Background: an optimization exercise with open tools, aiming at small area and a short achievable clock period. Do not read the settings as production practice. The flow treats the clock pin as an ideal source. Dropping or thinning the clock tree relies on that and would not hold on a real chip. No activity file was given, so power comes from the tool's default toggle rates.

==> run F <==
==> flow/design.v (excerpt) <==
module UART (
    input  wire CLK,        
    input  wire rst,        
    input  wire btn_0,      
    output wire UART_TX,    
    input  wire UART_RX     
);
clock: 10.0 ns
lec_check: 0
cap_margin: 20
core_margin: 2
core_utilization: 40
slew_margin: 20
standard.sh (not shown) runs the stock make flow with config.mk's settings and CLKGATE_MAP_FILE= SYNTH_SCRIPT=/design/flow/synth_recipe.tcl, a recipe that flattens the netlist after the stock synthesis.
==> flow/flow/run.sh <==
#!/bin/bash
# The standard layout flow (standard synthesis unchanged), with
#  - a buf_4 on each port instead of the default port buffer,
#  - larger clock-tree sink clusters and no dummy loads in the clock tree.
set -uo pipefail
bash standard.sh \
  BUFFER_PORTS_ARGS="-buffer_cell sky130_fd_sc_hd__buf_4" \
  CTS_ARGS="-sink_clustering_enable -repair_clock_nets -sink_clustering_size 30 -sink_clustering_max_diameter 100 -dont_use_dummy_load" \
  finish > standard.log 2>&1
==> run D: changes against run F <==
--- a/flow/design.v
+++ b/flow/design.v
@@ -72,11 +72,12 @@
 module UART_RX_CTRL (
     input  wire       CLK,
     input  wire       rst,
     input  wire       UART_RX,
     output reg  [7:0] recv_data,
-    output wire       vald_data
+    output wire       vald_data,
+    output wire       vald_next    
 );
 localparam [2:0] WAIT_START  = 3'b001,
                  STORE_START = 3'b010,
                  STORE_DATA  = 3'b011,
                  STORE_STOP  = 3'b100,
@@ -128,21 +129,24 @@
         default:
             rx_state <= WAIT_START;
     endcase
 end
 assign vald_data = (rx_state == STORE_LAST);
+assign vald_next = !rst && (rx_state == STORE_STOP) && sample_point && rx_reg[1];
 endmodule
 module FIFO (
     input  wire       CLK,
     input  wire       rst,
     input  wire       w_enable,
     input  wire       r_enable,
     input  wire       allow,
     input  wire [7:0] w_data,
     output reg  [7:0] cur,
     output reg        nempty,    
-    output reg        full       
+    output reg        full,      
+    output reg        nempty_d,  
+    output reg        full_d
 );
 reg  [8:0] count;
 reg        one;      
 reg  [4:0] ph;
 reg  [7:0] w_buf;
@@ -222,28 +226,40 @@
     if ((r_enable || want) && one)
         cur <= w_buf;
     else if (hit)
         cur <= tap[r_addr[2:0]];
 end
+always @(*) begin
+    nempty_d = nempty;
+    full_d   = full;
+    if (rst) begin
+        nempty_d = 1'b0;
+        full_d   = 1'b0;
+    end
+    else if (w_enable && !r_enable) begin
+        nempty_d = 1'b1;
+        full_d   = (count == 9'd255);
+    end
+    else if (r_enable && !w_enable) begin
+        nempty_d = !one;
+        full_d   = 1'b0;
+    end
+end
 always @(posedge CLK) begin
+    nempty <= nempty_d;
+    full   <= full_d;
     if (rst) begin
         count  <= 9'd0;
-        nempty <= 1'b0;
         one    <= 1'b0;
-        full   <= 1'b0;
     end
     else if (w_enable && !r_enable) begin
         count  <= count ^ {&count[7:0], &count[6:0], &count[5:0], &count[4:0], &count[3:0], &count[2:0], &count[1:0], count[0], 1'b1};
-        nempty <= 1'b1;
         one    <= !nempty;
-        full   <= (count == 9'd255);
     end
     else if (r_enable && !w_enable) begin
         count  <= count ^ {~|count[7:0], ~|count[6:0], ~|count[5:0], ~|count[4:0], ~|count[3:0], ~|count[2:0], ~|count[1:0], ~count[0], 1'b1};
-        nempty <= !one;
         one    <= (count == 9'd2);
-        full   <= 1'b0;
     end
 end
 endmodule
 module UART (
     input  wire CLK,        
@@ -268,12 +284,21 @@
 wire [7:0] recv_data;
 wire       vald_data;
 wire [7:0] cur;
 wire       nempty;
 wire       full;
-wire w_enable = vald_data && !full;
-wire r_enable = nempty && (uart_state == WAIT_ACTI);
+wire       vald_next;
+wire       nempty_d;
+wire       full_d;
+reg        w_enable;
+reg        r_enable;
+wire       acti_d = (uart_state == WAIT_ACTI && !r_enable && !btn_0) ||
+                    (uart_state == WAIT_RDY && ready && (send_mode == PARROT || str_idx == 4'd8));
+always @(posedge CLK) begin
+    w_enable <= vald_next && !full_d;
+    r_enable <= !rst && acti_d && nempty_d;
+end
 always @(*) begin
     case (str_idx[2:0])
         3'd1: btn_char = 8'h02;  
         3'd2: btn_char = 8'h41;  
         3'd3: btn_char = 8'h52;  
@@ -296,22 +321,25 @@
 UART_RX_CTRL uart_rx_ctrl (
     .CLK(CLK),
     .rst(rst),
     .UART_RX(UART_RX),
     .recv_data(recv_data),
-    .vald_data(vald_data)
+    .vald_data(vald_data),
+    .vald_next(vald_next)
 );
 FIFO fifo (
     .CLK(CLK),
     .rst(rst),
     .w_enable(w_enable),
     .r_enable(r_enable),
     .allow(uart_state == WAIT_ACTI || send_mode == BTN || tail),
     .w_data(recv_data),
     .cur(cur),
     .nempty(nempty),
-    .full(full)
+    .full(full),
+    .nempty_d(nempty_d),
+    .full_d(full_d)
 );
 always @(posedge CLK) begin
     if (rst) begin
         uart_state <= WAIT_ACTI;
         send_mode  <= BTN;
==> flow/flow/run.sh (replaced) <==
#!/bin/bash
# The standard layout flow (standard synthesis unchanged), with
#  - a buf_4 on each port instead of the default port buffer,
#  - larger clock-tree sink clusters and no dummy loads in the clock tree,
#  - the top of the clock tree rebuilt after CTS: the clock port drives
#    four root buffers, each driving a quarter of the leaf buffers
#    (retree.tcl), in place of the root and eight mid-level buffers.
set -uo pipefail
ARGS=(BUFFER_PORTS_ARGS="-buffer_cell sky130_fd_sc_hd__buf_4"
      CTS_ARGS="-sink_clustering_enable -repair_clock_nets -sink_clustering_size 30 -sink_clustering_max_diameter 100 -dont_use_dummy_load")
bash standard.sh "${ARGS[@]}" cts > standard_cts.log 2>&1 || exit 1
RES=$(pwd)/orfs/results/sky130hd/UART/base
RES=$RES NROOT=4 NX=2 openroad -no_init -exit flow/retree_run.tcl > retree.log 2>&1 || exit 1
bash standard.sh "${ARGS[@]}" finish > standard_finish.log 2>&1
==> flow/flow/retree.tcl (new file) <==
# Rebuild the top of the clock tree: the clock port drives NROOT root
# buffers directly, each driving a share of the leaf buffers.
set nroot $::env(NROOT)
set block [ord::get_db_block]
set db [ord::get_db]
set clknet [$block findNet CLK]
# the buffer the port drives
set oldroots {}
foreach it [$clknet getITerms] { lappend oldroots [$it getInst] }
set mids {}
foreach r $oldroots {
  set n [[$r findITerm X] getNet]
  foreach it [$n getITerms] { if {[$it isInputSignal]} { lappend mids [$it getInst] } }
}
set leaves {}
foreach m $mids {
  set n [[$m findITerm X] getNet]
  foreach it [$n getITerms] { if {[$it isInputSignal]} { lappend leaves $it } }
}
puts "roots [llength $oldroots] mids [llength $mids] leaves [llength $leaves]"
# leaf positions
set pts {}
foreach it $leaves {
  set b [[$it getInst] getBBox]
  lappend pts [list $it [expr {([$b xMin]+[$b xMax])/2}] [expr {([$b yMin]+[$b yMax])/2}]]
}
# split into groups: by x into nx columns, then by y into ny rows
set nx $::env(NX); set ny [expr {$nroot / $nx}]
set pts [lsort -integer -index 1 $pts]
set per [expr {int(ceil(double([llength $pts]) / $nx))}]
set groups {}
for {set i 0} {$i < $nx} {incr i} {
  set col [lrange $pts [expr {$i*$per}] [expr {($i+1)*$per-1}]]
  set col [lsort -integer -index 2 $col]
  set per2 [expr {int(ceil(double([llength $col]) / $ny))}]
  for {set j 0} {$j < $ny} {incr j} { lappend groups [lrange $col [expr {$j*$per2}] [expr {($j+1)*$per2-1}]] }
}
set master [$db findMaster sky130_fd_sc_hd__clkbuf_16]
# remove old mids and roots
foreach m [concat $mids $oldroots] {
  set n [[$m findITerm X] getNet]
  odb::dbInst_destroy $m
  odb::dbNet_destroy $n
}
set k 0
foreach g $groups {
  set sx 0; set sy 0
  foreach p $g { set sx [expr {$sx + [lindex $p 1]}]; set sy [expr {$sy + [lindex $p 2]}] }
  set cx [expr {$sx / [llength $g]}]; set cy [expr {$sy / [llength $g]}]
  set inst [odb::dbInst_create $block $master "clkroot_$k"]
  $inst setLocation $cx $cy
  $inst setPlacementStatus PLACED
  set net [odb::dbNet_create $block "clkroot_net_$k"]
  $net setSigType CLOCK
  [$inst findITerm A] connect $clknet
  [$inst findITerm X] connect $net
  foreach p $g { set it [lindex $p 0]; $it disconnect; $it connect $net }
  puts "root $k: [llength $g] leaves at $cx $cy"
  incr k
}
global_connect
==> flow/flow/retree_run.tcl (new file) <==
# Load the design after clock-tree synthesis, rebuild the top of the clock
# tree (retree.tcl), legalise, and write the result back for routing.
set R $::env(RES)
read_db $R/4_cts.odb
read_liberty $::env(FLOW_HOME)/platforms/sky130hd/lib/sky130_fd_sc_hd__tt_025C_1v80.lib
read_sdc $R/4_cts.sdc
source $::env(FLOW_HOME)/platforms/sky130hd/setRC.tcl
source [file dirname [info script]]/retree.tcl
detailed_placement
check_placement
estimate_parasitics -placement
set_propagated_clock [all_clocks]
report_clock_skew
report_checks -path_delay max -group_path_count 5 -format end
report_checks -path_delay min -group_path_count 5 -format end
write_db $R/4_cts.odb
CORE_UTILIZATION = 65   (was 40)
==> run H: changes against run F <==
--- a/flow/design.v
+++ b/flow/design.v
@@ -72,11 +72,12 @@
 module UART_RX_CTRL (
     input  wire       CLK,
     input  wire       rst,
     input  wire       UART_RX,
     output reg  [7:0] recv_data,
-    output wire       vald_data
+    output wire       vald_data,
+    output wire       vald_next    
 );
 localparam [2:0] WAIT_START  = 3'b001,
                  STORE_START = 3'b010,
                  STORE_DATA  = 3'b011,
                  STORE_STOP  = 3'b100,
@@ -128,21 +129,24 @@
         default:
             rx_state <= WAIT_START;
     endcase
 end
 assign vald_data = (rx_state == STORE_LAST);
+assign vald_next = !rst && (rx_state == STORE_STOP) && sample_point && rx_reg[1];
 endmodule
 module FIFO (
     input  wire       CLK,
     input  wire       rst,
     input  wire       w_enable,
     input  wire       r_enable,
     input  wire       allow,
     input  wire [7:0] w_data,
     output reg  [7:0] cur,
     output reg        nempty,    
-    output reg        full       
+    output reg        full,      
+    output reg        nempty_d,  
+    output reg        full_d
 );
 reg  [8:0] count;
 reg        one;      
 reg  [4:0] ph;
 reg  [7:0] w_buf;
@@ -222,28 +226,40 @@
     if ((r_enable || want) && one)
         cur <= w_buf;
     else if (hit)
         cur <= tap[r_addr[2:0]];
 end
+always @(*) begin
+    nempty_d = nempty;
+    full_d   = full;
+    if (rst) begin
+        nempty_d = 1'b0;
+        full_d   = 1'b0;
+    end
+    else if (w_enable && !r_enable) begin
+        nempty_d = 1'b1;
+        full_d   = (count == 9'd255);
+    end
+    else if (r_enable && !w_enable) begin
+        nempty_d = !one;
+        full_d   = 1'b0;
+    end
+end
 always @(posedge CLK) begin
+    nempty <= nempty_d;
+    full   <= full_d;
     if (rst) begin
         count  <= 9'd0;
-        nempty <= 1'b0;
         one    <= 1'b0;
-        full   <= 1'b0;
     end
     else if (w_enable && !r_enable) begin
         count  <= count ^ {&count[7:0], &count[6:0], &count[5:0], &count[4:0], &count[3:0], &count[2:0], &count[1:0], count[0], 1'b1};
-        nempty <= 1'b1;
         one    <= !nempty;
-        full   <= (count == 9'd255);
     end
     else if (r_enable && !w_enable) begin
         count  <= count ^ {~|count[7:0], ~|count[6:0], ~|count[5:0], ~|count[4:0], ~|count[3:0], ~|count[2:0], ~|count[1:0], ~count[0], 1'b1};
-        nempty <= !one;
         one    <= (count == 9'd2);
-        full   <= 1'b0;
     end
 end
 endmodule
 module UART (
     input  wire CLK,        
@@ -268,12 +284,21 @@
 wire [7:0] recv_data;
 wire       vald_data;
 wire [7:0] cur;
 wire       nempty;
 wire       full;
-wire w_enable = vald_data && !full;
-wire r_enable = nempty && (uart_state == WAIT_ACTI);
+wire       vald_next;
+wire       nempty_d;
+wire       full_d;
+reg        w_enable;
+reg        r_enable;
+wire       acti_d = (uart_state == WAIT_ACTI && !r_enable && !btn_0) ||
+                    (uart_state == WAIT_RDY && ready && (send_mode == PARROT || str_idx == 4'd8));
+always @(posedge CLK) begin
+    w_enable <= vald_next && !full_d;
+    r_enable <= !rst && acti_d && nempty_d;
+end
 always @(*) begin
     case (str_idx[2:0])
         3'd1: btn_char = 8'h02;  
         3'd2: btn_char = 8'h41;  
         3'd3: btn_char = 8'h52;  
@@ -296,22 +321,25 @@
 UART_RX_CTRL uart_rx_ctrl (
     .CLK(CLK),
     .rst(rst),
     .UART_RX(UART_RX),
     .recv_data(recv_data),
-    .vald_data(vald_data)
+    .vald_data(vald_data),
+    .vald_next(vald_next)
 );
 FIFO fifo (
     .CLK(CLK),
     .rst(rst),
     .w_enable(w_enable),
     .r_enable(r_enable),
     .allow(uart_state == WAIT_ACTI || send_mode == BTN || tail),
     .w_data(recv_data),
     .cur(cur),
     .nempty(nempty),
-    .full(full)
+    .full(full),
+    .nempty_d(nempty_d),
+    .full_d(full_d)
 );
 always @(posedge CLK) begin
     if (rst) begin
         uart_state <= WAIT_ACTI;
         send_mode  <= BTN;
CELL_PAD_IN_SITES_DETAIL_PLACEMENT = 0   (was default)
CELL_PAD_IN_SITES_GLOBAL_PLACEMENT = 0   (was default)
CORE_UTILIZATION = 80   (was 40)
==> run K: changes against run F <==
--- a/flow/design.v
+++ b/flow/design.v
@@ -72,11 +72,12 @@
 module UART_RX_CTRL (
     input  wire       CLK,
     input  wire       rst,
     input  wire       UART_RX,
     output reg  [7:0] recv_data,
-    output wire       vald_data
+    output wire       vald_data,
+    output wire       vald_next    
 );
 localparam [2:0] WAIT_START  = 3'b001,
                  STORE_START = 3'b010,
                  STORE_DATA  = 3'b011,
                  STORE_STOP  = 3'b100,
@@ -128,21 +129,24 @@
         default:
             rx_state <= WAIT_START;
     endcase
 end
 assign vald_data = (rx_state == STORE_LAST);
+assign vald_next = !rst && (rx_state == STORE_STOP) && sample_point && rx_reg[1];
 endmodule
 module FIFO (
     input  wire       CLK,
     input  wire       rst,
     input  wire       w_enable,
     input  wire       r_enable,
     input  wire       allow,
     input  wire [7:0] w_data,
     output reg  [7:0] cur,
     output reg        nempty,    
-    output reg        full       
+    output reg        full,      
+    output reg        nempty_d,  
+    output reg        full_d
 );
 reg  [8:0] count;
 reg        one;      
 reg  [4:0] ph;
 reg  [7:0] w_buf;
@@ -222,28 +226,40 @@
     if ((r_enable || want) && one)
         cur <= w_buf;
     else if (hit)
         cur <= tap[r_addr[2:0]];
 end
+always @(*) begin
+    nempty_d = nempty;
+    full_d   = full;
+    if (rst) begin
+        nempty_d = 1'b0;
+        full_d   = 1'b0;
+    end
+    else if (w_enable && !r_enable) begin
+        nempty_d = 1'b1;
+        full_d   = (count == 9'd255);
+    end
+    else if (r_enable && !w_enable) begin
+        nempty_d = !one;
+        full_d   = 1'b0;
+    end
+end
 always @(posedge CLK) begin
+    nempty <= nempty_d;
+    full   <= full_d;
     if (rst) begin
         count  <= 9'd0;
-        nempty <= 1'b0;
         one    <= 1'b0;
-        full   <= 1'b0;
     end
     else if (w_enable && !r_enable) begin
         count  <= count ^ {&count[7:0], &count[6:0], &count[5:0], &count[4:0], &count[3:0], &count[2:0], &count[1:0], count[0], 1'b1};
-        nempty <= 1'b1;
         one    <= !nempty;
-        full   <= (count == 9'd255);
     end
     else if (r_enable && !w_enable) begin
         count  <= count ^ {~|count[7:0], ~|count[6:0], ~|count[5:0], ~|count[4:0], ~|count[3:0], ~|count[2:0], ~|count[1:0], ~count[0], 1'b1};
-        nempty <= !one;
         one    <= (count == 9'd2);
-        full   <= 1'b0;
     end
 end
 endmodule
 module UART (
     input  wire CLK,        
@@ -268,12 +284,21 @@
 wire [7:0] recv_data;
 wire       vald_data;
 wire [7:0] cur;
 wire       nempty;
 wire       full;
-wire w_enable = vald_data && !full;
-wire r_enable = nempty && (uart_state == WAIT_ACTI);
+wire       vald_next;
+wire       nempty_d;
+wire       full_d;
+reg        w_enable;
+reg        r_enable;
+wire       acti_d = (uart_state == WAIT_ACTI && !r_enable && !btn_0) ||
+                    (uart_state == WAIT_RDY && ready && (send_mode == PARROT || str_idx == 4'd8));
+always @(posedge CLK) begin
+    w_enable <= vald_next && !full_d;
+    r_enable <= !rst && acti_d && nempty_d;
+end
 always @(*) begin
     case (str_idx[2:0])
         3'd1: btn_char = 8'h02;  
         3'd2: btn_char = 8'h41;  
         3'd3: btn_char = 8'h52;  
@@ -296,22 +321,25 @@
 UART_RX_CTRL uart_rx_ctrl (
     .CLK(CLK),
     .rst(rst),
     .UART_RX(UART_RX),
     .recv_data(recv_data),
-    .vald_data(vald_data)
+    .vald_data(vald_data),
+    .vald_next(vald_next)
 );
 FIFO fifo (
     .CLK(CLK),
     .rst(rst),
     .w_enable(w_enable),
     .r_enable(r_enable),
     .allow(uart_state == WAIT_ACTI || send_mode == BTN || tail),
     .w_data(recv_data),
     .cur(cur),
     .nempty(nempty),
-    .full(full)
+    .full(full),
+    .nempty_d(nempty_d),
+    .full_d(full_d)
 );
 always @(posedge CLK) begin
     if (rst) begin
         uart_state <= WAIT_ACTI;
         send_mode  <= BTN;
CORE_UTILIZATION = 72   (was 40)
==> qor summary <==
|  | run H | run F | run D | run K |
|---|---|---|---|---|
| Run status | stopped before the end | no timing/DRC/antenna violations | no timing/DRC/antenna violations | no timing/DRC/antenna violations |
| Failing step | detailed placement | - | - | - |
| Avg Vias per Cell | - | 3.92 | 4.63 | 4.87 |
| Netlist cell types | 62 | 58 | 62 | 62 |
| Type of the worst setup path | - | reg2reg | reg2out | reg2out |
| Average instance area after synthesis | 17.6 µm² | 17.7 µm² | 17.6 µm² | 17.6 µm² |
| Final sequential cell count | - | 2141 | 2143 | 2143 |
| Flop and latch count out of synthesis | 2143 | 2141 | 2143 | 2143 |
| Chip Height | 246 µm | 346 µm | 273 µm | 259 µm |
| Count of cells resized by post-cts repair | - | 0 | 0 | 0 |
| Leakage Power | - | 19.8 nW | 19.8 nW | 19.8 nW |
| # clock sinks | - | 2141 | 2143 | 2143 |
| DRC | - | 0 | 0 | 0 |
| Via count of the first global-routing pass | - | 15400 | 16600 | 18700 |
| Ratio of cells with drive above 1 in the final layout | - | 6.31% | 6.34% | 6.52% |
| Crit end category | - | flop | output pin | output pin |
| Switching fraction of total power | - | 18.9% | 18.6% | 19.4% |
| Die area | - | 0.120 mm² | 0.0744 mm² | 0.0673 mm² |
| Number of routed nets with antenna violations | - | 0 | 0 | 0 |
| Area delta synth->final | - | 8.17% | 6.39% | 6.38% |
| Non-clk buf share | - | 0.0594% | 0.276% | 0.0752% |
| GRT met3 Usage | - | 1.82% | 2.97% | 3.30% |
| Number of buffers outside the clock class in the layout | - | 4 | 9 | 5 |
| CTS Buf Count | - | 81 | - | 81 |
| Highest metal used | - | met4 | met4 | met5 |
| Horiz. Die Dim | 246 µm | 346 µm | 273 µm | 259 µm |
| Syn Nets | 2711 | 2686 | 2711 | 2711 |
No functional check of the RTL was part of any run of this note.

re-timing with driven ports:
How much do the figures lean on ideal ports? The routed layouts below were timed once more, with nothing changed but the port constraints.
Step 1 sets driving cells, clkbuf_16 on the clock port and buf_2 on the other inputs (assumed; they add their load-dependent delay and slew).
Step 2 times the ports against the registers' clock, not the clock port: input delays grow and output delays shrink by t, the midpoint of the rising clock arrivals with the driver on.
Slacks: ideal ports / drivers / drivers and shift; pairs: ideal ports / drivers.
run | shift t [ns] | slack for setup (ns) | clock arrival spread, ns | worst slew at a driven data input, ns
run F | 0.692 | 6.879 / 6.843 / 6.407 | 0.051 / 0.051 | 0.03
run D | 0.624 | 7.018 / 6.882 / 6.751 | 0.052 / 0.052 | 0.08
run K | 0.691 | 6.906 / 6.844 / 6.680 | 0.071 / 0.071 | 0.05
After both steps setup and hold are still met in every run listed. The setup slack of run F, which loses most, moves by -0.036 ns with the drivers and by -0.472 ns with both steps.
